This is an optimization exercise on Yosys and OpenROAD, whose aim is small area, not a production implementation. At most, simulation tests tie the RTL to the original design; equivalence was not proved. Only the layout flow was run in run 3; the RTL was not checked for function there. No driver is modelled on the clock port, so clock power and skew are understated where the tree is cut down; a real chip needs a root buffer or a tree. Power and IR drop assume default switching activity.

==> flow/design.v <==
module divisorDeReloj(
    input relojNexys2,
    input rst,
    output pulsoReloj
    );
	reg [16:0] q;
	wire ceros = ~|q[15:0];
	always @(posedge relojNexys2, posedge rst)
	begin
		if (rst)
			q <= 17'h00204;
		else
			q <= {q[15:0], q[16] ^ q[13] ^ ceros};
	end
	assign pulsoReloj = ceros & ~q[16];
endmodule
module contadorSelector(
    input clk,
    input rst,
    input frecuenciaReloj,
    output [1:0] contador
    );
	reg [1:0] j;
	always @(posedge clk, posedge rst)
	begin
		if (rst)
			j <= 2'b00;
		else if (frecuenciaReloj)
			j <= {j[0], ~j[1]};
	end
	assign contador = j;
endmodule
module display7Seg(x, op, sel, an, seg);
  input [3:0] x;
  wire [3:0] x;
  input [1:0] op;
  wire [1:0] op;
  input [1:0] sel;
  wire [1:0] sel;
  output [3:0] an;
  wire [3:0] an;
  output [7:0] seg;
  wire [7:0] seg;
  wire _087_;
  wire _088_;
  wire _089_;
  wire _090_;
  wire _091_;
  wire _092_;
  wire _093_;
  wire _094_;
  wire _095_;
  wire _096_;
  wire _097_;
  wire _098_;
  wire _099_;
  wire _100_;
  wire _101_;
  wire _102_;
  wire _103_;
  wire _104_;
  wire _105_;
  wire _106_;
  wire _107_;
  wire _108_;
  wire _109_;
  wire _110_;
  wire _111_;
  wire _112_;
  wire _113_;
  wire _114_;
  wire _115_;
  wire _116_;
  wire _117_;
  wire _118_;
  wire _119_;
  wire _120_;
  wire _121_;
  wire _122_;
  wire _123_;
  wire _124_;
  wire _125_;
  wire _126_;
  wire _127_;
  wire _128_;
  wire _129_;
  wire _130_;
  wire _131_;
  wire _132_;
  wire _133_;
  wire _134_;
  wire _135_;
  wire _136_;
  wire _137_;
  wire _138_;
  wire _139_;
  wire _140_;
  wire _141_;
  wire _142_;
  wire _143_;
  wire _144_;
  wire _145_;
  wire _146_;
  wire _147_;
  wire _148_;
  wire _149_;
  wire _150_;
  wire _151_;
  wire _152_;
  wire _153_;
  wire _154_;
  wire _155_;
  wire _156_;
  wire _157_;
  wire _158_;
  wire _159_;
  wire _160_;
  wire _161_;
  wire _162_;
  wire _163_;
  wire _164_;
  wire _165_;
  wire _166_;
  wire _167_;
  wire _168_;
  wire _169_;
  wire _170_;
  wire _171_;
  wire _172_;
  wire _173_;
  wire _174_;
  wire _175_;
  wire _176_;
  wire _177_;
  wire _178_;
  wire _179_;
  wire _180_;
  wire _181_;
  wire _182_;
  wire _183_;
  wire _184_;
  wire _185_;
  wire _186_;
  wire _187_;
  wire _188_;
  wire _189_;
  wire _190_;
  wire _191_;
  wire _192_;
  wire _193_;
  wire _194_;
  wire _195_;
  wire _196_;
  wire _197_;
  wire _198_;
  wire _199_;
  wire _200_;
  wire _201_;
  wire _202_;
  wire _203_;
  wire _204_;
  wire _205_;
  wire _206_;
  wire _207_;
  wire _208_;
  wire _209_;
  wire _210_;
  wire _211_;
  wire _212_;
  wire _213_;
  wire _214_;
  wire _215_;
  wire _216_;
  wire _217_;
  wire _218_;
  wire _219_;
  wire _220_;
  wire _221_;
  wire _222_;
  wire _223_;
  wire _224_;
  wire _225_;
  wire _226_;
  wire _227_;
  wire _228_;
  wire _229_;
  wire _230_;
  wire _231_;
  wire _232_;
  wire _233_;
  wire _234_;
  wire _235_;
  wire _236_;
  wire _237_;
  wire _238_;
  wire _239_;
  wire _240_;
  wire _241_;
  wire _242_;
  wire _243_;
  wire _244_;
  wire _245_;
  wire _246_;
  wire _247_;
  wire _248_;
  wire _249_;
  wire _250_;
  wire _251_;
  wire _252_;
  wire _253_;
  wire _254_;
  wire _255_;
  wire _256_;
  wire _257_;
  wire _258_;
  wire _259_;
  wire _260_;
  wire _261_;
  wire _262_;
  wire _263_;
  wire _264_;
  wire _265_;
  wire _266_;
  wire _267_;
  wire _268_;
  wire _269_;
  wire _270_;
  wire _271_;
  wire _272_;
  wire _273_;
  wire _274_;
  wire _275_;
  wire _276_;
  wire _277_;
  wire _278_;
  wire _279_;
  wire _280_;
  wire _281_;
  wire _282_;
  wire _283_;
  wire _284_;
  wire _285_;
  wire _286_;
  wire _287_;
  wire _288_;
  wire _289_;
  wire _290_;
  wire _291_;
  wire _292_;
  wire _293_;
  wire _294_;
  wire _295_;
  wire _296_;
  wire _297_;
  wire _298_;
  wire _299_;
  wire _300_;
  wire _301_;
  wire _302_;
  wire _303_;
  wire _304_;
  wire _305_;
  wire _306_;
  wire _307_;
  wire _308_;
  wire _309_;
  wire _310_;
  wire _311_;
  wire _312_;
  wire _313_;
  wire _314_;
  wire _315_;
  wire _316_;
  wire _317_;
  wire _318_;
  wire _319_;
  wire _320_;
  wire _321_;
  wire _322_;
  wire _323_;
  wire _324_;
  wire _325_;
  wire _326_;
  wire _327_;
  wire _328_;
  wire _329_;
  wire _330_;
  wire _331_;
  wire _332_;
  wire _333_;
  wire _334_;
  wire _335_;
  wire _336_;
  wire _337_;
  wire _338_;
  wire _339_;
  wire _340_;
  wire _341_;
  wire _342_;
  wire _343_;
  wire _344_;
  wire _345_;
  wire _346_;
  wire _347_;
  wire _348_;
  wire _349_;
  wire _350_;
  wire _351_;
  wire _352_;
  wire _353_;
  wire _354_;
  wire _355_;
  wire _356_;
  wire _357_;
  wire _358_;
  wire _359_;
  wire _360_;
  wire _361_;
  wire _362_;
  wire _363_;
  wire _364_;
  wire _365_;
  wire _366_;
  wire _367_;
  wire _368_;
  wire _369_;
  wire _370_;
  wire _371_;
  wire _372_;
  wire _373_;
  wire _374_;
  wire _375_;
  wire _376_;
  wire _377_;
  wire _378_;
  wire _379_;
  wire _380_;
  wire _381_;
  wire _382_;
  wire _383_;
  wire _384_;
  wire _385_;
  wire _386_;
  wire _387_;
  assign _228_ = ~sel[0];
  assign _229_ = ~sel[1];
  assign _159_ = _260_ | _261_;
  assign _260_ = ~_228_;
  assign _261_ = ~_229_;
  assign _190_ = _262_ | _263_;
  assign _262_ = ~sel[0];
  assign _263_ = ~_229_;
  assign _199_ = ~op[0];
  assign _218_ = ~x[3];
  assign _214_ = x[1] | _218_;
  assign _191_ = _264_ | _265_;
  assign _264_ = ~x[2];
  assign _265_ = ~_214_;
  assign _143_ = _266_ | _267_;
  assign _266_ = ~x[1];
  assign _267_ = ~_218_;
  assign _203_ = ~x[0];
  assign _144_ = _268_ & _269_;
  assign _268_ = ~x[2];
  assign _269_ = ~_203_;
  assign _273_ = _270_ & _271_;
  assign _195_ = _273_ & _272_;
  assign _270_ = ~_203_;
  assign _271_ = ~_214_;
  assign _272_ = ~_199_;
  assign _277_ = _274_ & _275_;
  assign _149_ = _277_ & _276_;
  assign _274_ = ~x[2];
  assign _275_ = ~_214_;
  assign _276_ = ~_195_;
  assign _175_ = _278_ & _279_;
  assign _278_ = ~_190_;
  assign _279_ = ~_191_;
  assign _176_ = _280_ & _281_;
  assign _280_ = ~_199_;
  assign _281_ = ~op[1];
  assign _180_ = _282_ | _283_;
  assign _282_ = ~_199_;
  assign _283_ = ~op[1];
  assign _177_ = ~_180_;
  assign _289_ = _284_ & _285_;
  assign _290_ = _289_ & _286_;
  assign _291_ = _287_ & _288_;
  assign _150_ = _290_ | _291_;
  assign _284_ = ~_228_;
  assign _285_ = ~x[3];
  assign _286_ = ~_175_;
  assign _287_ = ~_176_;
  assign _288_ = ~_177_;
  assign _165_ = _292_ & _293_;
  assign _292_ = ~x[0];
  assign _293_ = ~_180_;
  assign _297_ = _294_ & _295_;
  assign _155_ = _297_ | _296_;
  assign _294_ = ~_176_;
  assign _295_ = ~_165_;
  assign _296_ = ~_175_;
  assign _298_ = _159_ | _191_;
  assign _156_ = _298_ | _180_;
  assign _302_ = _299_ & _300_;
  assign _151_ = _302_ | _301_;
  assign _299_ = ~_218_;
  assign _300_ = ~_155_;
  assign _301_ = ~_156_;
  assign _303_ = sel[0] & _149_;
  assign _304_ = _303_ | _150_;
  assign _145_ = _304_ | _151_;
  assign _311_ = _305_ & _306_;
  assign _312_ = _307_ & _308_;
  assign _313_ = _309_ & _310_;
  assign _314_ = _311_ | _312_;
  assign _140_ = _314_ | _313_;
  assign _305_ = ~_190_;
  assign _306_ = ~_145_;
  assign _307_ = ~_143_;
  assign _308_ = ~_145_;
  assign _309_ = ~_144_;
  assign _310_ = ~_145_;
  assign _319_ = _315_ & _316_;
  assign _320_ = _319_ | _317_;
  assign _135_ = _320_ | _318_;
  assign _315_ = ~x[0];
  assign _316_ = ~_191_;
  assign _317_ = ~_229_;
  assign _318_ = ~_140_;
  assign _172_ = _321_ | _322_;
  assign _321_ = ~_199_;
  assign _322_ = ~_135_;
  assign _326_ = _323_ & _324_;
  assign _089_ = _326_ & _325_;
  assign _323_ = ~_165_;
  assign _324_ = ~_135_;
  assign _325_ = ~_175_;
  assign _125_ = _327_ | _328_;
  assign _327_ = ~x[0];
  assign _328_ = ~_177_;
  assign _094_ = _329_ & _330_;
  assign _329_ = ~sel[0];
  assign _330_ = ~_125_;
  assign _334_ = _331_ & _332_;
  assign _095_ = _334_ & _333_;
  assign _331_ = ~_199_;
  assign _332_ = ~x[2];
  assign _333_ = ~_214_;
  assign _338_ = _335_ | _336_;
  assign _098_ = _338_ | _337_;
  assign _335_ = ~sel[0];
  assign _336_ = ~_229_;
  assign _337_ = ~_176_;
  assign _108_ = _339_ | _340_;
  assign _339_ = ~sel[0];
  assign _340_ = ~sel[1];
  assign _103_ = _341_ | _342_;
  assign _341_ = ~sel[1];
  assign _342_ = ~_108_;
  assign _347_ = _343_ | _344_;
  assign _348_ = _347_ | _345_;
  assign _099_ = _348_ | _346_;
  assign _343_ = ~_214_;
  assign _344_ = ~_143_;
  assign _345_ = ~_103_;
  assign _346_ = ~_140_;
  assign _096_ = _349_ | _350_;
  assign _349_ = ~_098_;
  assign _350_ = ~_099_;
  assign _351_ = sel[1] | _094_;
  assign _352_ = _351_ | _095_;
  assign _090_ = _352_ | _096_;
  assign _356_ = _353_ & _354_;
  assign _163_ = _356_ & _355_;
  assign _353_ = ~_150_;
  assign _354_ = ~_089_;
  assign _355_ = ~_090_;
  assign _361_ = _357_ & _358_;
  assign _362_ = _359_ & _360_;
  assign _212_ = _361_ | _362_;
  assign _357_ = ~_145_;
  assign _358_ = ~_172_;
  assign _359_ = ~_098_;
  assign _360_ = ~_150_;
  assign _153_ = _363_ & _364_;
  assign _363_ = ~_125_;
  assign _364_ = ~_099_;
  assign _369_ = _365_ & _366_;
  assign _370_ = _369_ & _367_;
  assign _208_ = _370_ & _368_;
  assign _365_ = ~_089_;
  assign _366_ = ~_163_;
  assign _367_ = ~_151_;
  assign _368_ = ~_153_;
  assign _205_ = ~_103_;
  assign _371_ = _212_ & _208_;
  assign _372_ = _172_ & _163_;
  assign _373_ = _371_ | _372_;
  assign _238_ = _373_ | _205_;
  assign _375_ = _238_ | _094_;
  assign _257_ = _375_ | _374_;
  assign _374_ = ~_155_;
  assign _376_ = _096_ & _089_;
  assign _377_ = _376_ | _205_;
  assign _245_ = _377_ | _153_;
  assign _244_ = _212_ | _245_;
  assign _258_ = ~_143_;
  assign _378_ = _195_ | _144_;
  assign _379_ = _378_ | _090_;
  assign _256_ = _379_ | _208_;
  assign _385_ = _380_ & _381_;
  assign _386_ = _382_ & _383_;
  assign _387_ = _385_ | _386_;
  assign _254_ = _387_ | _384_;
  assign _380_ = ~_257_;
  assign _381_ = ~_256_;
  assign _382_ = ~_156_;
  assign _383_ = ~_258_;
  assign _384_ = ~_103_;
  assign _087_ = _098_;
  assign _088_ = _150_;
  assign _091_ = _163_;
  assign _092_ = _150_;
  assign _093_ = sel[1];
  assign _097_ = _090_;
  assign _100_ = _096_;
  assign _101_ = _214_;
  assign _102_ = _143_;
  assign _104_ = _140_;
  assign _105_ = _099_;
  assign _106_ = _153_;
  assign _107_ = sel[1];
  assign _109_ = _103_;
  assign _110_ = _099_;
  assign _111_ = sel[0];
  assign _112_ = sel[1];
  assign _113_ = _108_;
  assign _114_ = _125_;
  assign _115_ = sel[0];
  assign _116_ = _229_;
  assign _117_ = _176_;
  assign _118_ = _098_;
  assign _119_ = _145_;
  assign _120_ = _199_;
  assign _121_ = x[2];
  assign _122_ = _214_;
  assign _123_ = _095_;
  assign _124_ = sel[0];
  assign _126_ = _094_;
  assign _127_ = x[0];
  assign _128_ = _177_;
  assign _129_ = _125_;
  assign _130_ = _165_;
  assign _131_ = _135_;
  assign _132_ = _175_;
  assign _133_ = _089_;
  assign _134_ = _199_;
  assign _136_ = _172_;
  assign _137_ = x[0];
  assign _138_ = _191_;
  assign _139_ = _229_;
  assign _141_ = _135_;
  assign _142_ = _190_;
  assign _146_ = _140_;
  assign _147_ = _208_;
  assign _148_ = sel[0];
  assign _152_ = _145_;
  assign _154_ = _218_;
  assign _157_ = _151_;
  assign _158_ = _151_;
  assign _160_ = _191_;
  assign _161_ = _180_;
  assign _162_ = _156_;
  assign _164_ = _176_;
  assign _166_ = _175_;
  assign _167_ = _155_;
  assign _168_ = _089_;
  assign _169_ = x[0];
  assign _170_ = _180_;
  assign _171_ = _165_;
  assign _173_ = _228_;
  assign _174_ = x[3];
  assign _178_ = _150_;
  assign _179_ = _205_;
  assign _181_ = _177_;
  assign _182_ = _103_;
  assign _183_ = _199_;
  assign _184_ = op[1];
  assign _185_ = _180_;
  assign _186_ = _212_;
  assign _187_ = _199_;
  assign _188_ = op[1];
  assign _189_ = _176_;
  assign _192_ = _175_;
  assign _193_ = x[2];
  assign _194_ = _214_;
  assign _196_ = _149_;
  assign _197_ = _203_;
  assign _198_ = _214_;
  assign _200_ = _195_;
  assign _201_ = _238_;
  assign _202_ = x[2];
  assign _204_ = _144_;
  assign _206_ = x[0];
  assign _207_ = _203_;
  assign _209_ = x[1];
  assign _210_ = _218_;
  assign _211_ = _143_;
  assign _213_ = x[2];
  assign _215_ = _191_;
  assign _216_ = _163_;
  assign _217_ = x[1];
  assign _219_ = _214_;
  assign _220_ = _172_;
  assign _221_ = x[3];
  assign _222_ = _218_;
  assign _223_ = op[0];
  assign _224_ = _199_;
  assign _225_ = sel[0];
  assign _226_ = _229_;
  assign _227_ = _190_;
  assign _230_ = _159_;
  assign _231_ = _257_;
  assign _232_ = sel[1];
  assign _233_ = _229_;
  assign _234_ = _155_;
  assign _235_ = sel[0];
  assign _236_ = _228_;
  assign _237_ = _094_;
  assign _239_ = _245_;
  assign _240_ = _153_;
  assign _241_ = _205_;
  assign _242_ = _089_;
  assign _243_ = _096_;
  assign _246_ = _212_;
  assign _247_ = _258_;
  assign _248_ = _143_;
  assign _249_ = _256_;
  assign _250_ = _208_;
  assign _251_ = _090_;
  assign _252_ = _144_;
  assign _253_ = _195_;
  assign _255_ = _103_;
  assign _259_ = _156_;
  assign seg = { _238_, _254_, _245_, _238_, _257_, _244_, _208_, 1'h1 };
  assign an = { _108_, _190_, _159_, 1'h1 };
endmodule
module relojContadorAritmeticaMuxDisp7SegTLD(
    input [3:0] numBinario,
    input [1:0] seleccionarOperacion,
    input clkNexys2,
    input Reset,
    output [3:0] leds,
    output [7:0] ledsDisplay,
    output [3:0] anodoComun
    );
	assign leds = numBinario;
	wire pulso;
	wire [1:0] selector;
	divisorDeReloj frecuenciaReloj(.relojNexys2(clkNexys2), .rst(Reset), .pulsoReloj(pulso));
	contadorSelector selectorDisplay(.clk(clkNexys2), .rst(Reset), .frecuenciaReloj(pulso), .contador(selector));
	display7Seg mostrarDigito(.x(numBinario), .op(seleccionarOperacion), .sel(selector), .an(anodoComun), .seg(ledsDisplay));
endmodule
==> flow/flow/run.sh <==
#!/bin/bash
# Own layout flow: the standard flow (standard.sh) with two changes:
#  - synthesis runs the standard flow's synthesis script unchanged, except that Yosys's abc call
#    uses the area-oriented ABC script in flow/area.abc instead of ORFS's speed script;
#  - port buffers are the smallest buffer cell (buf_1) instead of ORFS's default choice.
# Each tool's full output stays in this folder: standard.log here, per-step logs in orfs/logs.
set -euo pipefail
here=$(pwd)
{
  echo "set ::my_abc_script $here/flow/area.abc"
  cat "$here/flow/abc_override.tcl"
  cat "$here/synth_recipe.tcl"
} > "$here/own_synth.tcl"
export BUFFER_PORTS_ARGS="-buffer_cell sky130_fd_sc_hd__buf_1"
export CTS_ARGS="-sink_clustering_enable -repair_clock_nets -dont_use_dummy_load -sink_clustering_size 30 -sink_clustering_max_diameter 300 -root_buf sky130_fd_sc_hd__clkbuf_4 -buf_list sky130_fd_sc_hd__clkbuf_4"
bash standard.sh SYNTH_SCRIPT="$here/own_synth.tcl" ADDER_MAP_FILE= finish > "$here/standard.log" 2>&1
==> flow/flow/abc_override.tcl <==
# Run Yosys's abc with our own ABC script in place of the one ORFS passes.
proc abc {args} {
  set i [lsearch -exact $args -script]
  if { $i >= 0 } {
    lset args [expr { $i + 1 }] $::my_abc_script
  }
  yosys abc {*}$args
}
==> flow/flow/area.abc <==
strash
dch -f
amap
topo
==> flow/standard.sh <==
#!/bin/bash
# synth_recipe.tcl (not shown) runs the flow's synth.tcl, then flattens the netlist and writes it again
# the make line also repeats each setting of config.mk as NAME=value (left out here)
make -C /OpenROAD-flow-scripts/flow DESIGN_CONFIG=/design/flow/config.mk WORK_HOME=/design/flow/orfs CLKGATE_MAP_FILE= SYNTH_SCRIPT=/design/flow/synth_recipe.tcl "${@:-finish}"
==> flow/config.mk <==
export PLATFORM = sky130hd
export DESIGN_NAME = relojContadorAritmeticaMuxDisp7SegTLD
export DESIGN_NICKNAME = relojContadorAritmeticaMuxDisp7SegTLD
export VERILOG_FILES = /design/flow/design.v
export SDC_FILE = /design/flow/constraint.sdc
export NUM_CORES = 4
export LEC_CHECK = 0
export CAP_MARGIN = 20
export CORE_AREA = 2.3 2.72 57.5 57.12
export DIE_AREA = 0 0 60 60
export SLEW_MARGIN = 20
==> flow/constraint.sdc <==
create_clock -name core_clock -period 20.0 [get_ports {clkNexys2}]
set_input_delay 4.0000 -clock core_clock [delete_from_list [all_inputs] [get_ports {clkNexys2}]]
set_output_delay 4.0000 -clock core_clock [all_outputs]
set_load 0.01 [all_outputs]
==> qor.txt, run 1 <==
TNS Setup: 0 ns
Core footprint: 0.00300 mm^2
Mapped Cells: 99
Req. time, crit path: 16.00 ns
Initial Utilization: 30.7%
Fin crit period: 11.34 ns
CP max FO: 3
Most frequent cells in the layout: buf_1, dfrtp_1, nor2_1
Reg2Reg Depth: 5
Ports: 24
Peak supply drop: 31.5 uV
HPWL Detailed: 1390 um
Final Hold Vio Count: 0
Cts repair resizes: 0
Largest net degree at the start of global routing: 20
CTS root buf: clkbuf_4
Post-synthesis sequential area ratio: 51.9%
Slew HR: 59.1%
Inserted Clock Buffers: 3
GR Util All Layers: 11.2%
Setup Skew: 0.00901 ns
Fraction of layout cells with a size suffix above 1: 4.63%
Setup bufs post-CTS: 0
Hold Path End: frecuenciaReloj.q[9]
1st-pass router iterations: 4
TritonCTS clock tree: built
Hold path depth: 0
Placed insts: 138
Hold Crit Start: frecuenciaReloj.q[8]
Vias in the first global route: 700
F_max: 88.2 MHz
Final Power: 64.7 uW
Initial antenna violation count: 0
Synthesized area: 921 um^2
IO buf count: 21
Reg2reg start: frecuenciaReloj.q[11]
CP arrival: 7.34 ns
Iter 0 DRT Violations: 92
Outcome: no timing/DRC/antenna violations
Die area: 0.00360 mm^2
Final GP Congestion: 1.03
Most common cell after layout, fill and taps aside: buf_1
Latest clock arrival within the worst-skew pair: 0.28 ns
Max clock buf depth: 2
First-pass GRT wire length: 3020 um
Post-CTS Hold Buffers: 0
Final Max Slew Viols: 0
Fin nets: 118
Final std cells w/o fill: 141
Critical Path Start Type: primary input
Area occupied by registers: 478 um^2
Ant diodes: 0
HP Class: reg2reg
Pwr dens: 68.4 mW/mm^2
Num rows: 20
Residual DRC count: 0
Final Setup Violations: 0
WL final: 1790 um
H-Tree Depth: 1
Die Y: 60 um
Min Hold Slack: 0.377 ns
Fillers: 323
Clk sink count: 19
Yosys reg bits: 19
Via Count: 729
Routed WL per cell: 12.7 um
RSZ-0062 raised after global routing: false
P_leak: 0.404 nW
Grt ovf: 0
Max-Cap Viols: 0
Yosys warning count: 2
Area of the multi-input gates: 289 um^2
Fin crit share: 56.7%
Kind of critical path: in2out
CP endpoint kind: primary output
Least-Margin Pin Slew: 0.610 ns
Synth unique cells: 24
Final Core Density: 31.5%
Chip width: 60 um
Vias per inst: 5.17
Clock Pin Slew Worst Setup and Hold Paths: 0.10 ns
Avg Cell Area, Syn: 9.30 um^2
Reg-to-reg slack, setup: 18.56 ns
Reg-to-Reg End: selectorDisplay.j[1]
P&R area growth vs syn: 2.85%
Antenna viol nets, final: 0
[report_power, final]
part / leakage, nW / internal [mW] / switching, mW
Sequential: 0.237 / 0.0384 / 0
Clock: 0.0138 / 0.00697 / 0.00976
Combinational: 0.154 / 0.00296 / 0.00665
[metal layers]
layer / up-vias / global-route usage (%) / routed length (um)
li1: 350 / - / -
met5: - / 0 / 0
met2: 29 / 19.1 / 881
met4: 0 / 4.76 / 21
met1: 346 / 13.4 / 777
met3: 4 / 2.60 / 107
[worst max-delay path, stage by stage]
cell	delay, ns
buf_1	0.13
clkinv_1	0.11
nor2_1	0.16
clkinv_1	0.12
nand2_1	0.12
nor2_1	0.07
o21ai_0	0.12
o21ai_0	0.17
a311o_1	0.33
a31oi_1	0.21
o211ai_1	0.16
nor3_1	0.40
nor3_1	0.12
nor4_1	0.45
a221o_1	0.29
nor2_1	0.05
nand2_1	0.09
o41ai_1	0.07
buf_1	0.15
[layout make-up]
| type | count | area share, % |
|---|---|---|
| clock buffer | 3 | 2.38 |
| inverter | 10 | 3.96 |
| multi-input combinational | 55 | 30.5 |
| sequential | 19 | 50.5 |
| tap | 33 | 4.36 |
| timing repair buffer | 21 | 8.32 |
[stage by stage]
step                      area, um^2  worst slack, ns
final                            947             8.66
after global routing             947             8.18
after CTS                        947             8.80
after detailed placement         925             8.82
after global placement           925             8.91
after floorplan                  925             9.43
[cells in the mapped netlist]
master / instances / area [um^2]
a211o_1: 1 / 8.76
nor2_1: 12 / 45.0
dfstp_2: 2 / 52.6
o41ai_1: 1 / 8.76
nand2_1: 9 / 33.8
a221o_1: 1 / 10.0
or3_1: 1 / 6.26
o211ai_1: 1 / 7.51
nand4_1: 2 / 12.5
nor4_1: 5 / 31.3
a31oi_1: 1 / 6.26
or2_0: 1 / 6.26
clkinv_1: 10 / 37.5
a21oi_1: 2 / 10.0
o32ai_1: 1 / 8.76
nor3_1: 4 / 20.0
a211oi_1: 1 / 7.51
dfrtp_1: 17 / 425
o21ai_0: 3 / 15.0
nand3_1: 3 / 15.0
o22ai_1: 3 / 18.8
buf_4: 16 / 120
conb_1: 1 / 3.75
a311o_1: 1 / 10.0
[kinds of logic after synthesis]
logic type / Yosys count / share of synthesized area, %
other: 1 / 0.407
DFF: 19 / 51.9
AOI/OAI and AO/OA: 16 / 12.1
and+or+nand+nor: 37 / 18.5
buffers and inverters: 26 / 17.1
[state kept, by name, summed over array words and instances, names as in the netlist]
signal	flops
selectorDisplay.j	2
frecuenciaReloj.q	17
[how the worst max path moves through the flow]
| stage | slack (ns) | cells past startpoint | end | from |
|---|---|---|---|---|
| 6_report | 8.66 | 19 | ledsDisplay[6] | numBinario[3] |
| 5_1_grt | 8.18 | 19 | ledsDisplay[6] | numBinario[3] |
| 4_1_cts | 8.80 | 19 | ledsDisplay[6] | numBinario[3] |
| 3_5_place_dp | 8.82 | 19 | ledsDisplay[6] | numBinario[3] |
| 3_3_place_gp | 8.91 | 19 | ledsDisplay[6] | numBinario[3] |
| 2_1_floorplan | 9.43 | 18 | ledsDisplay[6] | numBinario[3] |
==> inputs of run 2 (changes only) <==
==> flow/flow/run.sh (replaced) <==
#!/bin/bash
# Own layout flow: the standard flow (standard.sh) with these changes:
#  - synthesis runs the standard flow's synthesis script unchanged, except that Yosys's abc call
#    uses the area-oriented ABC script in flow/area.abc instead of ORFS's speed script,
#    and Yosys does not map half/full adders to adder cells before ABC;
#  - port buffers are the smallest buffer cell (buf_1) instead of ORFS's default choice;
#  - after CTS, the clock tree's leaf buffers are removed and its root buffer, sized up,
#    drives all the flip-flops directly (flow/one_clock_buffer.tcl).
# Each tool's full output stays in this folder: *.log here, per-step logs in orfs/logs.
set -euo pipefail
here=$(pwd)
{
  echo "set ::my_abc_script $here/flow/area.abc"
  cat "$here/flow/abc_override.tcl"
  cat "$here/synth_recipe.tcl"
} > "$here/own_synth.tcl"
export BUFFER_PORTS_ARGS="-buffer_cell sky130_fd_sc_hd__buf_1"
export CTS_ARGS="-sink_clustering_enable -repair_clock_nets -dont_use_dummy_load -sink_clustering_size 30 -sink_clustering_max_diameter 300 -root_buf sky130_fd_sc_hd__clkbuf_4 -buf_list sky130_fd_sc_hd__clkbuf_4"
args=(SYNTH_SCRIPT="$here/own_synth.tcl" ADDER_MAP_FILE= SKIP_REPAIR_TIE_FANOUT=1)
bash standard.sh "${args[@]}" cts > "$here/standard_to_cts.log" 2>&1
export RESULTS_DIR="$here/orfs/results/$FLOW_PLATFORM/relojContadorAritmeticaMuxDisp7SegTLD/base"
export CLOCK_PORT=clkNexys2
export ROOT_CLOCK_BUFFER=${ROOT_CLOCK_BUFFER:-sky130_fd_sc_hd__clkbuf_8}
openroad -no_init -exit "$here/flow/one_clock_buffer.tcl" > "$here/one_clock_buffer.log" 2>&1
bash standard.sh "${args[@]}" finish > "$here/standard_finish.log" 2>&1
==> flow/flow/one_clock_buffer.tcl (new file) <==
# After CTS: replace the two-level clock tree (root buffer feeding leaf buffers) by the
# root buffer alone, sized up, driving every clock sink. The clock port still feeds
# only the root buffer's input.
set results $::env(RESULTS_DIR)
read_db $results/4_cts.odb
set db [ord::get_db]
set block [ord::get_db_block]
set port_net [$block findNet $::env(CLOCK_PORT)]
set root ""
foreach it [$port_net getITerms] {
  set inst [$it getInst]
  if { [string match "*clkbuf*" [[$inst getMaster] getName]] } { set root $inst }
}
if { $root == "" } { error "no root clock buffer" }
set root_net [[$root findITerm X] getNet]
foreach it [$root_net getITerms] {
  set inst [$it getInst]
  if { $inst == $root } { continue }
  if { ![string match "*clkbuf*" [[$inst getMaster] getName]] } { continue }
  set leaf_net [[$inst findITerm X] getNet]
  foreach sink [$leaf_net getITerms] {
    if { [$sink getInst] == $inst } { continue }
    $sink disconnect
    $sink connect $root_net
  }
  puts "removing leaf clock buffer [$inst getName]"
  odb::dbInst_destroy $inst
  odb::dbNet_destroy $leaf_net
}
$root swapMaster [$db findMaster $::env(ROOT_CLOCK_BUFFER)]
detailed_placement
check_placement -verbose
write_db $results/4_cts.odb
==> qor.txt, run 2 <==
Min Hold Slack: 0.386 ns
Iter 0 DRT Violations: 34
Ant diodes: 0
Initial Utilization: 30.7%
Antenna viol nets, final: 0
IO buf count: 21
Fin crit period: 11.33 ns
Vias in the first global route: 616
Fin nets: 115
Clock Pin Slew Worst Setup and Hold Paths: 0.10 ns
Max reg flops: 17
Chip width: 60 um
GR Util All Layers: 10.5%
Initial antenna violation count: 0
Yosys reg bits: 19
TNS Setup: 0 ns
Top cells by area, synth: dfrtp_1, buf_4, dfstp_2
Largest area contributor in the netlist: dfrtp_1
1st-pass router iterations: 5
Die area: 0.00360 mm^2
Reg-to-reg slack, setup: 18.54 ns
Main flop type after synthesis: dfrtp_1
Num rows: 20
Slew HR: 59.0%
Max-Cap Viols: 0
Met1 usage: 12.3%
Critical Path Start Type: primary input
Pwr dens: 65.1 mW/mm^2
Largest regs: frecuenciaReloj.q (17), selectorDisplay.j (2)
Final Setup Violations: 0
Ports: 24
Fraction of layout cells with a size suffix above 1: 2.86%
HP Class: reg2reg
Most flop-heavy register: frecuenciaReloj.q
Post-CTS Hold Buffers: 0
Setup bufs post-CTS: 0
EDFF count, synth: 0
First-pass GRT wire length: 2600 um
CP endpoint kind: primary output
Avg Cell Area, Syn: 9.30 um^2
Least-Margin Pin Slew: 0.612 ns
Largest stage delay on the critical path: 0.48 ns
Final Hold Vio Count: 0
Vias per inst: 5.36
Synth unique cells: 24
CP max FO: 3
RSZ-0062 raised after global routing: false
Fin crit share: 56.6%
Area share of the largest cell type after synthesis: 46.2%
Req. time, crit path: 16.00 ns
Kind of critical path: in2out
Most common cell after layout, fill and taps aside: buf_1
Clk sink count: 19
GRT busiest layer: met2
FFs w/ async S/R, synth: 100%
Met2 global-route usage: 19.6%
Core footprint: 0.00300 mm^2
Yosys warning count: 2
Slowest cell on the critical path: nor4_1
CP arrival: 7.33 ns
Most frequent cells in the layout: buf_1, dfrtp_1, nor2_1
WL final: 1700 um
Grt ovf: 0
Synthesized area: 921 um^2
Count leader, synth: dfrtp_1
Synth top cells by count: dfrtp_1, buf_4, nor2_1
Largest net degree at the start of global routing: 20
Peak supply drop: 50.4 uV
P_leak: 0.394 nW
Die Y: 60 um
Post-synthesis sequential area ratio: 51.9%
P&R area growth vs syn: 1.49%
HPWL Detailed: 1330 um
Routed WL per cell: 12.3 um
Residual DRC count: 0
Final Max Slew Viols: 0
M3 GR Usage: 1.73%
Final GP Congestion: 0.903
Most frequent CP cell: nor2_1
F_max: 88.3 MHz
Cts repair resizes: 0
Worst path cell trace: buf_1, clkinv_1, nor2_1, clkinv_1, nand2_1, nor2_1, o21ai_0, o21ai_0, a311o_1, a31oi_1, o211ai_1, nor3_1, nor3_1, nor4_1, a221o_1, nor2_1, nand2_1, o41ai_1, buf_1
Outcome: no timing/DRC/antenna violations
Setup Skew: 0.00367 ns
Mapped Cells: 99
Latest clock arrival within the worst-skew pair: 0.16 ns
Via Count: 740
[run 2: cell counts after synthesis]
Identical to the previous run, type by type.
[run 2: worst max-delay path, delay by kind of cell]
family,cells,cell delay (ns)
AOI/OAI and AO/OA,7,1.32
buffers and inverters,4,0.51
and+or+nand+nor,8,1.50
[run 2: per-layer routing]
layer / wire (um) / vias up
met5: 0 / -
met4: 29 / 0
met3: 163 / 6
li1: - / 341
met2: 796 / 50
met1: 710 / 343
[run 2: layout make-up]
class / count / area, um^2
Fill cell: 323 / 2070
Timing Repair Buffer: 21 / 78.8
Tap cell: 33 / 41.3
Multi-Input combinational cell: 54 / 285
Clock buffer: 1 / 13.8
Sequential cell: 19 / 478
Inverter: 10 / 37.5
[run 2: report_power, final]
group / switching, mW / leakage [nW] / internal, mW / total, mW
clock: 0.00829 / 0.00719 / 0.00465 / 0.0129
combinational: 0.00650 / 0.150 / 0.00296 / 0.00945
sequential: 0 / 0.237 / 0.0384 / 0.0384
total: 0.0148 / 0.394 / 0.0460 / 0.0608
[run 2: cells by family (layout without fill, tap and decap cells)]
family | count (synthesis) | count (layout) | share of synthesized area (%)
other | 1 | 1 | 0.407
buffers and inverters | 26 | 32 | 17.1
flip-flops | 19 | 19 | 51.9
AND/OR/NAND/NOR | 37 | 37 | 18.5
AO/OA/AOI/OAI | 16 | 16 | 12.1
[run 2: path summary, 6_finish.rpt]
kind / endpoint / start / cells after the start
min reg2reg: frecuenciaReloj.q[7] / frecuenciaReloj.q[6] / 0
max: ledsDisplay[6] / numBinario[3] / 19
max reg2reg: selectorDisplay.j[1] / frecuenciaReloj.q[7] / 5
min in group asynchronous: frecuenciaReloj.q[16] / Reset / 2
max in group asynchronous: frecuenciaReloj.q[9] / Reset / 2
min: frecuenciaReloj.q[7] / frecuenciaReloj.q[6] / 0
[run 2: per-stage QoR]
step	std cells	util [%]	power (mW)	setup WS [ns]	instance area [um^2]
floorplan	99	-	0.0484	9.43	921
global placement	137	30.7	0.0487	8.70	921
detailed placement	137	30.7	0.0486	8.75	921
CTS	140	31.4	0.0657	8.74	943
global route	138	31.1	0.0634	8.27	935
finish	138	31.1	0.0608	8.67	935
==> inputs of run 3 (changes only) <==
--- a/flow/design.v
+++ b/flow/design.v
@@ -10,7 +10,7 @@
 		if (rst)
 			q <= 17'h00204;
 		else
-			q <= {q[15:0], q[16] ^ q[13] ^ ceros};
+			q <= {q[15:0], q[16] ^ (q[13] | ceros)};
 	end
 	assign pulsoReloj = ceros & ~q[16];
 endmodule
==> qor.txt, run 3 <==
Final Core Density: 31.2%
Post-synthesis sequential area ratio: 51.8%
Post-CTS Hold Buffers: 0
Final GP Congestion: 0.900
Slowest cell on the critical path: nor4_1
Placed cell area: 923 um^2
Largest area contributor in the netlist: dfrtp_1
Die area: 0.00360 mm^2
Main flop type after synthesis: dfrtp_1
Final Hold Vio Count: 0
Count leader, synth: dfrtp_1
Vias in the first global route: 645
Mapped Cells: 100
Req. time, crit path: 16.00 ns
Die Y: 60 um
Slew HR: 58.1%
Post-route cell area: 937 um^2
Setup Skew: 0.00133 ns
CP arrival: 7.23 ns
Iter 0 DRT Violations: 64
IO buf count: 21
Synth top cells by count: dfrtp_1, buf_4, nor2_1
F_max: 89.0 MHz
HPWL Detailed: 1370 um
Outcome: no timing/DRC/antenna violations
Num rows: 20
Largest net degree at the start of global routing: 20
Ports: 24
CP max FO: 3
Max-Cap Viols: 0
GR Util All Layers: 11.4%
Avg Cell Area, Syn: 9.23 um^2
Final Power: 61.0 uW
Kind of critical path: in2out
Least-Margin Pin Slew: 0.625 ns
Top cells by area, synth: dfrtp_1, buf_4, dfstp_2
Via Count: 712
Setup bufs post-CTS: 0
Largest regs: frecuenciaReloj.q (17), selectorDisplay.j (2)
Initial antenna violation count: 0
Cts repair resizes: 0
Ant diodes: 0
Fin crit share: 56.2%
Chip width: 60 um
Clk sink count: 19
Vias per inst: 5.12
Fillers: 313
FFs w/ async S/R, synth: 100%
Final Setup Violations: 0
Yosys reg bits: 19
Peak supply drop: 40.2 uV
Max reg flops: 17
Largest stage delay on the critical path: 0.48 ns
Latest clock arrival within the worst-skew pair: 0.16 ns
Reg-to-reg slack, setup: 18.62 ns
RSZ-0062 raised after global routing: false
TNS Setup: 0 ns
Initial Utilization: 30.8%
WL final: 1690 um
Synth unique cells: 24
HP Class: reg2reg
Most flop-heavy register: frecuenciaReloj.q
Most frequent CP cell: nor2_1
Residual DRC count: 0
Fin crit period: 11.23 ns
Most frequent cells in the layout: buf_1, dfrtp_1, nor2_1
P&R area growth vs syn: 1.49%
Fin nets: 116
1st-pass router iterations: 4
Antenna viol nets, final: 0
EDFF count, synth: 0
Clock Pin Slew Worst Setup and Hold Paths: 0.10 ns
Fraction of layout cells with a size suffix above 1: 2.83%
Core footprint: 0.00300 mm^2
Area share of the largest cell type after synthesis: 46.1%
Routed WL per cell: 12.2 um
Most common cell after layout, fill and taps aside: buf_1
Worst path cell trace: buf_1, clkinv_1, nor2_1, clkinv_1, nand2_1, nor2_1, o21ai_0, o21ai_0, a311o_1, a31oi_1, o211ai_1, nor3_1, nor3_1, nor4_1, a221o_1, nor2_1, nand2_1, o41ai_1, buf_1
Final Max Slew Viols: 0
Synthesized area: 923 um^2
Pwr dens: 65.1 mW/mm^2
Grt ovf: 0
P_leak: 0.394 nW
CP endpoint kind: primary output
First-pass GRT wire length: 2770 um
Yosys warning count: 2
Critical Path Start Type: primary input
-- run 3: cell count changes after synthesis --
cell,change
a211oi_1,-1
nand2_1,+1
o21ai_0,+1
a21oi_1,-1
nor2b_1,+1
-- run 3: cell families (layout without fill, tap and decap cells) --
| family | Yosys count | count (layout) | synth area share [%] |
|---|---|---|---|
| and+or+nand+nor | 39 | 39 | 19.5 |
| buffers and inverters | 26 | 32 | 17.1 |
| DFF | 19 | 19 | 51.8 |
| AOI/OAI and AO/OA | 15 | 15 | 11.2 |
| other | 1 | 1 | 0.406 |
-- run 3: worst paths after layout --
path | startpoint | end | cells past startpoint
hold reg to reg | frecuenciaReloj.q[11] | frecuenciaReloj.q[12] | 0
max in group asynchronous | Reset | frecuenciaReloj.q[2] | 2
setup reg to reg | frecuenciaReloj.q[7] | selectorDisplay.j[1] | 5
hold / removal | frecuenciaReloj.q[11] | frecuenciaReloj.q[12] | 0
min in group asynchronous | Reset | frecuenciaReloj.q[4] | 2
setup / recovery | numBinario[3] | ledsDisplay[6] | 19
-- run 3: critical path, delay by kind of cell --
kind	cells	cell delay, ns
AO/OA/AOI/OAI	7	1.31
buffers and inverters	4	0.50
AND/OR/NAND/NOR	8	1.43
-- run 3: report_power, final --
group	internal, mW	total (mW)	leakage [nW]	switching (mW)
Clock	0.00466	0.0132	0.00719	0.00853
Sequential	0.0384	0.0384	0.237	0
Combinational	0.00296	0.00939	0.150	0.00643
-- run 3: layer usage --
| metal | GRT usage [%] | vias to the layer above | part of all wire, % |
|---|---|---|---|
| met2 | 16.5 | 33 | 47 |
| li1 | - | 342 | - |
| met3 | 2.38 | 8 | 6.0 |
| met4 | 3.81 | 0 | 3.1 |
| met1 | 16.8 | 329 | 43 |
| met5 | 0 | - | 0 |
-- run 3: cell type report --
class	instances	area (um^2)	area share, %
multi-input cells	55	288	30.7
well taps	33	41.3	4.41
flip-flops and latches	19	478	51.0
repair buffers	21	78.8	8.41
clock buffers	1	13.8	1.47
inverters	10	37.5	4.01
-- run 3: per-stage QoR --
| step | setup slack, ns | hold slack [ns] | instances |
|---|---|---|---|
| after global placement | 8.75 | 0.364 | 138 |
| after detailed placement | 8.80 | 0.364 | 138 |
| after CTS | 8.78 | 0.382 | 141 |
| after floorplan | 9.43 | 0.354 | 100 |
| after global routing | 8.33 | 0.404 | 139 |
| final | 8.77 | 0.390 | 139 |
==> inputs of run 4 (changes only) <==
--- a/flow/design.v
+++ b/flow/design.v
@@ -10,7 +10,7 @@
 		if (rst)
 			q <= 17'h00204;
 		else
-			q <= {q[15:0], q[16] ^ (q[13] | ceros)};
+			q <= {q[15:0], q[16] ^ q[13] ^ ceros};
 	end
 	assign pulsoReloj = ceros & ~q[16];
 endmodule
--- a/flow/flow/run.sh
+++ b/flow/flow/run.sh
@@ -16,7 +16,7 @@
 } > "$here/own_synth.tcl"
 export BUFFER_PORTS_ARGS="-buffer_cell sky130_fd_sc_hd__buf_1"
 export CTS_ARGS="-sink_clustering_enable -repair_clock_nets -dont_use_dummy_load -sink_clustering_size 30 -sink_clustering_max_diameter 300 -root_buf sky130_fd_sc_hd__clkbuf_4 -buf_list sky130_fd_sc_hd__clkbuf_4"
-args=(SYNTH_SCRIPT="$here/own_synth.tcl" ADDER_MAP_FILE= SKIP_REPAIR_TIE_FANOUT=1)
+args=(SYNTH_SCRIPT="$here/own_synth.tcl" ADDER_MAP_FILE=)
 bash standard.sh "${args[@]}" cts > "$here/standard_to_cts.log" 2>&1
 export RESULTS_DIR="$here/orfs/results/$FLOW_PLATFORM/relojContadorAritmeticaMuxDisp7SegTLD/base"
 export CLOCK_PORT=clkNexys2
==> qor.txt, run 4 <==
Setup bufs post-CTS: 0
CP arrival: 7.32 ns
Slowest cell on the critical path: nor4_1
Final GP Congestion: 1.03
Outcome: no timing/DRC/antenna violations
Top Layer Used: met4
Area occupied by registers: 478 um^2
Setup Skew: 0.00208 ns
Antenna viol nets, final: 0
Largest regs: frecuenciaReloj.q (17), selectorDisplay.j (2)
Vias in the first global route: 684
Routed WL per cell: 12.7 um
Vias per inst: 5.27
Clk pwr share: 21.0%
Fraction of layout cells with a size suffix above 1: 2.83%
Num rows: 20
Clock Pin Slew Worst Setup and Hold Paths: 0.10 ns
Chip width: 60 um
Core footprint: 0.00300 mm^2
Main flop type after synthesis: dfrtp_1
Post-Synth Simple-Gate Area: 18.5%
HP Class: reg2reg
Least-Margin Pin Slew: 0.610 ns
Combinational Power Share: 15.8%
Top cells by area, synth: dfrtp_1, buf_4, dfstp_2
Post-synthesis sequential area ratio: 51.9%
Min Hold Slack: 0.388 ns
DR WL met3: 141 um
Largest net degree at the start of global routing: 20
XOR/XNOR Fraction of Synth Area: 0%
Latest clock arrival within the worst-skew pair: 0.15 ns
CP endpoint kind: primary output
Iter 0 DRT Violations: 101
Met2 WL: 886 um
Via Count: 733
Largest stage delay on the critical path: 0.45 ns
Final Max Slew Viols: 0
Cts repair resizes: 0
Ports: 24
Clk sink count: 19
Internal power: 46.0 uW
P&R area growth vs syn: 1.90%
F_max: 88.3 MHz
Net Switching: 14.7 uW
Most frequent CP cell: nor2_1
HPWL Detailed: 1390 um
Mux contribution to synthesized area: 0%
Die area: 0.00360 mm^2
RSZ-0062 raised after global routing: false
Max reg flops: 17
Fin nets: 116
Peak supply drop: 39.8 uV
Most frequent cells in the layout: buf_1, dfrtp_1, nor2_1
Synth top cells by count: dfrtp_1, buf_4, nor2_1
CP max FO: 3
Req. time, crit path: 16.00 ns
Final Core Density: 31.3%
Synth unique cells: 24
Grt ovf: 0
Slew HR: 59.1%
Met1 wire length: 718 um
Complex-gate fraction of the synthesized area: 12.1%
Largest area contributor in the netlist: dfrtp_1
Final std cells w/o fill: 139
Final Hold Vio Count: 0
Max-Cap Viols: 0
Most flop-heavy register: frecuenciaReloj.q
Adder-cell share of the synthesized area: 0%
GR Util All Layers: 11.9%
Initial antenna violation count: 0
Die Y: 60 um
IO buf count: 21
Area share of the largest cell type after synthesis: 46.2%
Mapped Cells: 99
1st-pass router iterations: 5
Worst path cell trace: buf_1, clkinv_1, nor2_1, clkinv_1, nand2_1, nor2_1, o21ai_0, o21ai_0, a311o_1, a31oi_1, o211ai_1, nor3_1, nor3_1, nor4_1, a221o_1, nor2_1, nand2_1, o41ai_1, buf_1
Kind of critical path: in2out
Residual DRC count: 0
Fin crit share: 56.6%
Sequential Power Share: 63.2%
Ant diodes: 0
Net Sw Frac: 24.3%
EDFF count, synth: 0
Yosys warning count: 2
Initial Utilization: 30.7%
FFs w/ async S/R, synth: 100%
Final Setup Violations: 0
Pwr dens: 64.7 mW/mm^2
Most common cell after layout, fill and taps aside: buf_1
Avg Cell Area, Syn: 9.30 um^2
Fillers: 319
Area of the multi-input gates: 289 um^2
Critical Path Start Type: primary input
P_leak: 0.398 nW
First-pass GRT wire length: 2930 um
Largest family of logic cells by synthesized area: simple AND/OR/NAND/NOR gates
Post-CTS Hold Buffers: 0
Fin crit period: 11.32 ns
TNS Setup: 0 ns
Placed insts: 138
WL final: 1770 um
Yosys reg bits: 19
Count leader, synth: dfrtp_1
Synthesized area: 921 um^2
==> run 4: cell types whose count changed in the layout (fill, tap and decap cells not counted) <==
| cell | previous run | this run |
|---|---|---|
| nor2b_1 | 1 | 0 |
| conb_1 | 1 | 2 |
| o21ai_0 | 4 | 3 |
| a21oi_1 | 1 | 2 |
| nand2_1 | 10 | 9 |
| a211oi_1 | 0 | 1 |
==> run 4: worst max-delay path: cells and delay by family <==
family	cells	cell delay, ns
simple gates	8	1.46
buf+inv	4	0.51
compound gates	7	1.35
==> run 4: kinds of logic (layout without fill, tap and decap cells) <==
logic type | after synthesis | count (layout)
buf+inv | 26 | 32
flops | 19 | 19
compound gates | 16 | 16
other cells | 1 | 2
simple gates | 37 | 37
==> run 4: final cells by class <==
class	count	area share, %
clock buffer	1	1.47
inverter	10	4.00
multi-input combinational	55	30.8
sequential	19	50.9
tap	33	4.40
timing repair buffer	21	8.40
==> run 4: through the flow <==
| stage | power [mW] | area (um^2) | setup slack [ns] |
|---|---|---|---|
| global placement | 0.0484 | 925 | 8.91 |
| CTS | 0.0657 | 947 | 8.80 |
| floorplan | 0.0484 | 925 | 9.43 |
| global route | 0.0644 | 938 | 8.18 |
| finish | 0.0608 | 938 | 8.68 |
| detailed placement | 0.0486 | 925 | 8.82 |
==> run 4: power by group through the flow <==
stage	clock network [mW]	registers, mW	logic (mW)
floorplan	0	0.0391	0.00924
global placement	0	0.0391	0.00924
detailed placement	0	0.0391	0.00945
CTS	0.0178	0.0384	0.00949
global route	0.0151	0.0384	0.0108
finish	0.0128	0.0384	0.00958
==> run 4: final timing paths <==
path,cells past startpoint,slack [ns],end,start
setup / recovery,19,8.68,ledsDisplay[6],numBinario[3]
hold / removal,0,0.39,frecuenciaReloj.q[11],frecuenciaReloj.q[10]
setup reg to reg,5,18.55,selectorDisplay.j[1],frecuenciaReloj.q[7]
hold reg to reg,0,0.39,frecuenciaReloj.q[11],frecuenciaReloj.q[10]
max in group asynchronous,2,15.86,frecuenciaReloj.q[2],Reset
min in group asynchronous,2,3.80,frecuenciaReloj.q[15],Reset
==> run 4: metal layers <==
metal | global-route usage [%] | vias up
met5 | 0 | -
li1 | - | 347
met4 | 4.44 | 0
met3 | 1.30 | 4
met2 | 20.7 | 40
met1 | 15.0 | 342
==> inputs of run 5 (changes only) <==
--- a/flow/flow/run.sh
+++ b/flow/flow/run.sh
@@ -16,10 +16,10 @@
 } > "$here/own_synth.tcl"
 export BUFFER_PORTS_ARGS="-buffer_cell sky130_fd_sc_hd__buf_1"
 export CTS_ARGS="-sink_clustering_enable -repair_clock_nets -dont_use_dummy_load -sink_clustering_size 30 -sink_clustering_max_diameter 300 -root_buf sky130_fd_sc_hd__clkbuf_4 -buf_list sky130_fd_sc_hd__clkbuf_4"
-args=(SYNTH_SCRIPT="$here/own_synth.tcl" ADDER_MAP_FILE=)
+args=(SYNTH_SCRIPT="$here/own_synth.tcl" ADDER_MAP_FILE= SKIP_REPAIR_TIE_FANOUT=1)
 bash standard.sh "${args[@]}" cts > "$here/standard_to_cts.log" 2>&1
 export RESULTS_DIR="$here/orfs/results/$FLOW_PLATFORM/relojContadorAritmeticaMuxDisp7SegTLD/base"
 export CLOCK_PORT=clkNexys2
-export ROOT_CLOCK_BUFFER=${ROOT_CLOCK_BUFFER:-sky130_fd_sc_hd__clkbuf_8}
+export ROOT_CLOCK_BUFFER=${ROOT_CLOCK_BUFFER:-sky130_fd_sc_hd__buf_6}
 openroad -no_init -exit "$here/flow/one_clock_buffer.tcl" > "$here/one_clock_buffer.log" 2>&1
 bash standard.sh "${args[@]}" finish > "$here/standard_finish.log" 2>&1
==> qor.txt, run 5 <==
Outcome: no timing/DRC/antenna violations
Max reg flops: 17
Final GP Congestion: 0.903
Synth unique cells: 24
Setup Skew: 0.00105 ns
Fin crit share: 56.6%
Die Y: 60 um
Max-Cap Viols: 0
Hold Crit Start: frecuenciaReloj.q[6]
Area occupied by registers: 478 um^2
1st-pass router iterations: 4
Req. time, crit path: 16.00 ns
Hold path depth: 0
Slowest cell on the critical path: nor4_1
Largest net degree at the start of global routing: 20
HPWL Detailed: 1330 um
RSZ-0062 raised after global routing: false
Latest clock arrival within the worst-skew pair: 0.13 ns
Complex-gate fraction of the synthesized area: 12.1%
Final critical-path setup slack: 8.67 ns
CP endpoint kind: primary output
Kind of critical path: in2out
Most common cell after layout, fill and taps aside: buf_1
Cts repair resizes: 0
Fin crit period: 11.33 ns
Fillers: 323
Synthesized area: 921 um^2
Dpl ws: 8.75 ns
Iter 0 DRT Violations: 35
Area of the multi-input gates: 285 um^2
Num rows: 20
Avg Cell Area, Syn: 9.30 um^2
Count leader, synth: dfrtp_1
P_leak: 0.393 nW
Ant diodes: 0
TNS Setup: 0 ns
Largest regs: frecuenciaReloj.q (17), selectorDisplay.j (2)
Top cells by area, synth: dfrtp_1, buf_4, dfstp_2
Fin nets: 115
Mux contribution to synthesized area: 0%
Mapped Cells: 99
Slew HR: 59.0%
Largest stage delay on the critical path: 0.48 ns
Setup bufs post-CTS: 0
EDFF count, synth: 0
Initial antenna violation count: 0
Critical Path Start Type: primary input
WL final: 1690 um
Post-synthesis sequential area ratio: 51.9%
Reg2reg start: frecuenciaReloj.q[7]
Via Count: 736
Core footprint: 0.00300 mm^2
Least-Margin Pin Slew: 0.611 ns
Clk sink count: 19
Most flop-heavy register: frecuenciaReloj.q
Routed WL per cell: 12.3 um
CP arrival: 7.33 ns
HP Class: reg2reg
Reg2Reg Depth: 5
Largest family of logic cells by synthesized area: simple AND/OR/NAND/NOR gates
Reg-to-reg slack, setup: 18.54 ns
Most frequent cells in the layout: buf_1, dfrtp_1, nor2_1
Final Max Slew Viols: 0
XOR/XNOR Fraction of Synth Area: 0%
Final Hold Vio Count: 0
Yosys reg bits: 19
Clock Pin Slew Worst Setup and Hold Paths: 0.11 ns
Final Setup Violations: 0
Grt ovf: 0
WP buf/inv: 4
Most frequent CP cell: nor2_1
Post-Synth Simple-Gate Area: 18.5%
IO buf count: 21
Chip width: 60 um
Pwr dens: 64.4 mW/mm^2
Die area: 0.00360 mm^2
F_max: 88.3 MHz
Post-CTS Hold Buffers: 0
Synth top cells by count: dfrtp_1, buf_4, nor2_1
Yosys warning count: 2
Peak supply drop: 48.3 uV
Initial Utilization: 30.7%
Fraction of layout cells with a size suffix above 1: 2.86%
CP max FO: 3
Reg-to-Reg End: selectorDisplay.j[1]
Hold Path End: frecuenciaReloj.q[7]
GR Util All Layers: 10.5%
First-pass GRT wire length: 2600 um
Area share of the largest cell type after synthesis: 46.2%
Antenna viol nets, final: 0
Residual DRC count: 0
Ports: 24
Worst path cell trace: buf_1, clkinv_1, nor2_1, clkinv_1, nand2_1, nor2_1, o21ai_0, o21ai_0, a311o_1, a31oi_1, o211ai_1, nor3_1, nor3_1, nor4_1, a221o_1, nor2_1, nand2_1, o41ai_1, buf_1
Top cell family by delay on the critical path: simple AND/OR/NAND/NOR gates
FFs w/ async S/R, synth: 100%
Main flop type after synthesis: dfrtp_1
P&R area growth vs syn: 1.22%
Min Hold Slack: 0.384 ns
Vias in the first global route: 616
Adder-cell share of the synthesized area: 0%
Vias per inst: 5.33
Largest area contributor in the netlist: dfrtp_1
==> run 5: cell counts after synthesis <==
No cell type changed its count.
==> run 5: how the worst max path moves through the flow <==
stage	to	cells past startpoint	startpoint	slack, ns
after global routing	ledsDisplay[6]	19	numBinario[3]	8.27
final	ledsDisplay[6]	19	numBinario[3]	8.67
after floorplan	ledsDisplay[6]	18	numBinario[3]	9.43
after CTS	ledsDisplay[6]	19	numBinario[3]	8.74
after global placement	ledsDisplay[6]	19	numBinario[3]	8.70
after detailed placement	ledsDisplay[6]	19	numBinario[3]	8.75
==> run 5: routing by layer <==
| layer | vias up | track usage, % | part of all wire, % |
|---|---|---|---|
| met5 | - | 0 | 0 |
| met4 | 0 | 2.54 | 1.4 |
| met3 | 6 | 1.73 | 8.8 |
| met2 | 44 | 19.6 | 48 |
| met1 | 347 | 12.3 | 42 |
| li1 | 339 | - | - |
==> run 5: layout make-up <==
class | instances | area share [%]
flip-flops and latches | 19 | 51.3
well taps | 33 | 4.43
clock buffers | 1 | 1.21
repair buffers | 21 | 8.46
inverters | 10 | 4.03
multi-input cells | 54 | 30.6
==> run 5: where the power goes <==
| part | switching [mW] | internal, mW |
|---|---|---|
| combinational | 0.00651 | 0.00296 |
| clock | 0.00810 | 0.00405 |
| sequential | 0 | 0.0384 |
| total | 0.0146 | 0.0454 |
==> run 5: stage by stage <==
step	instance area [um^2]	utilization (%)	power (mW)	instances
CTS	943	31.4	0.0657	140
floorplan	921	-	0.0484	99
detailed placement	921	30.7	0.0486	137
finish	932	31.0	0.0600	138
global route	932	31.0	0.0628	138
global placement	921	30.7	0.0487	137
==> run 5: worst reg2reg max path: stages (launching register included) <==
cell and delay (ns):
dfrtp_1 0.39, nor4_1 0.32, nand4_1 0.17, nor2_1 0.24
clkinv_1 0.13, o22ai_1 0.13
==> run 5: cells by family after synthesis <==
kind of cell / count (synthesis)
AO/OA/AOI/OAI: 16
buffers and inverters: 26
flip-flops: 19
other: 1
AND/OR/NAND/NOR: 37

## what the ideal ports hide
The flow's constraints put no driver on any port. The routed layouts listed below were extracted and timed again, unchanged, in two steps. Step 1 assumes that a clkbuf_16 drives the clock port and a buf_2 every other input. Step 2 moves the port delays by t, midway between the first and last clock arrival at a register: inputs arrive t later, outputs are due t later. That takes back most of the time a late clock gives input paths. a / b / c = ideal ports / drivers / drivers and shift; a / b = the first two.
| run | t, ns | setup slack, ns | clock arrival spread, ns | worst data-port slew with drivers (ns) |
|---|---|---|---|---|
| run 1 | 0.293 | 8.661 / 8.636 / 8.636 | 0.009 / 0.009 | 0.03 |
| run 2 | 0.175 | 8.670 / 8.638 / 8.638 | 0.004 / 0.004 | 0.03 |
| run 3 | 0.178 | 8.766 / 8.743 / 8.743 | 0.001 / 0.001 | 0.03 |
| run 4 | 0.175 | 8.678 / 8.653 / 8.653 | 0.002 / 0.002 | 0.03 |
| run 5 | 0.153 | 8.673 / 8.641 / 8.641 | 0.001 / 0.001 | 0.03 |
After both steps every run listed still meets setup and hold.
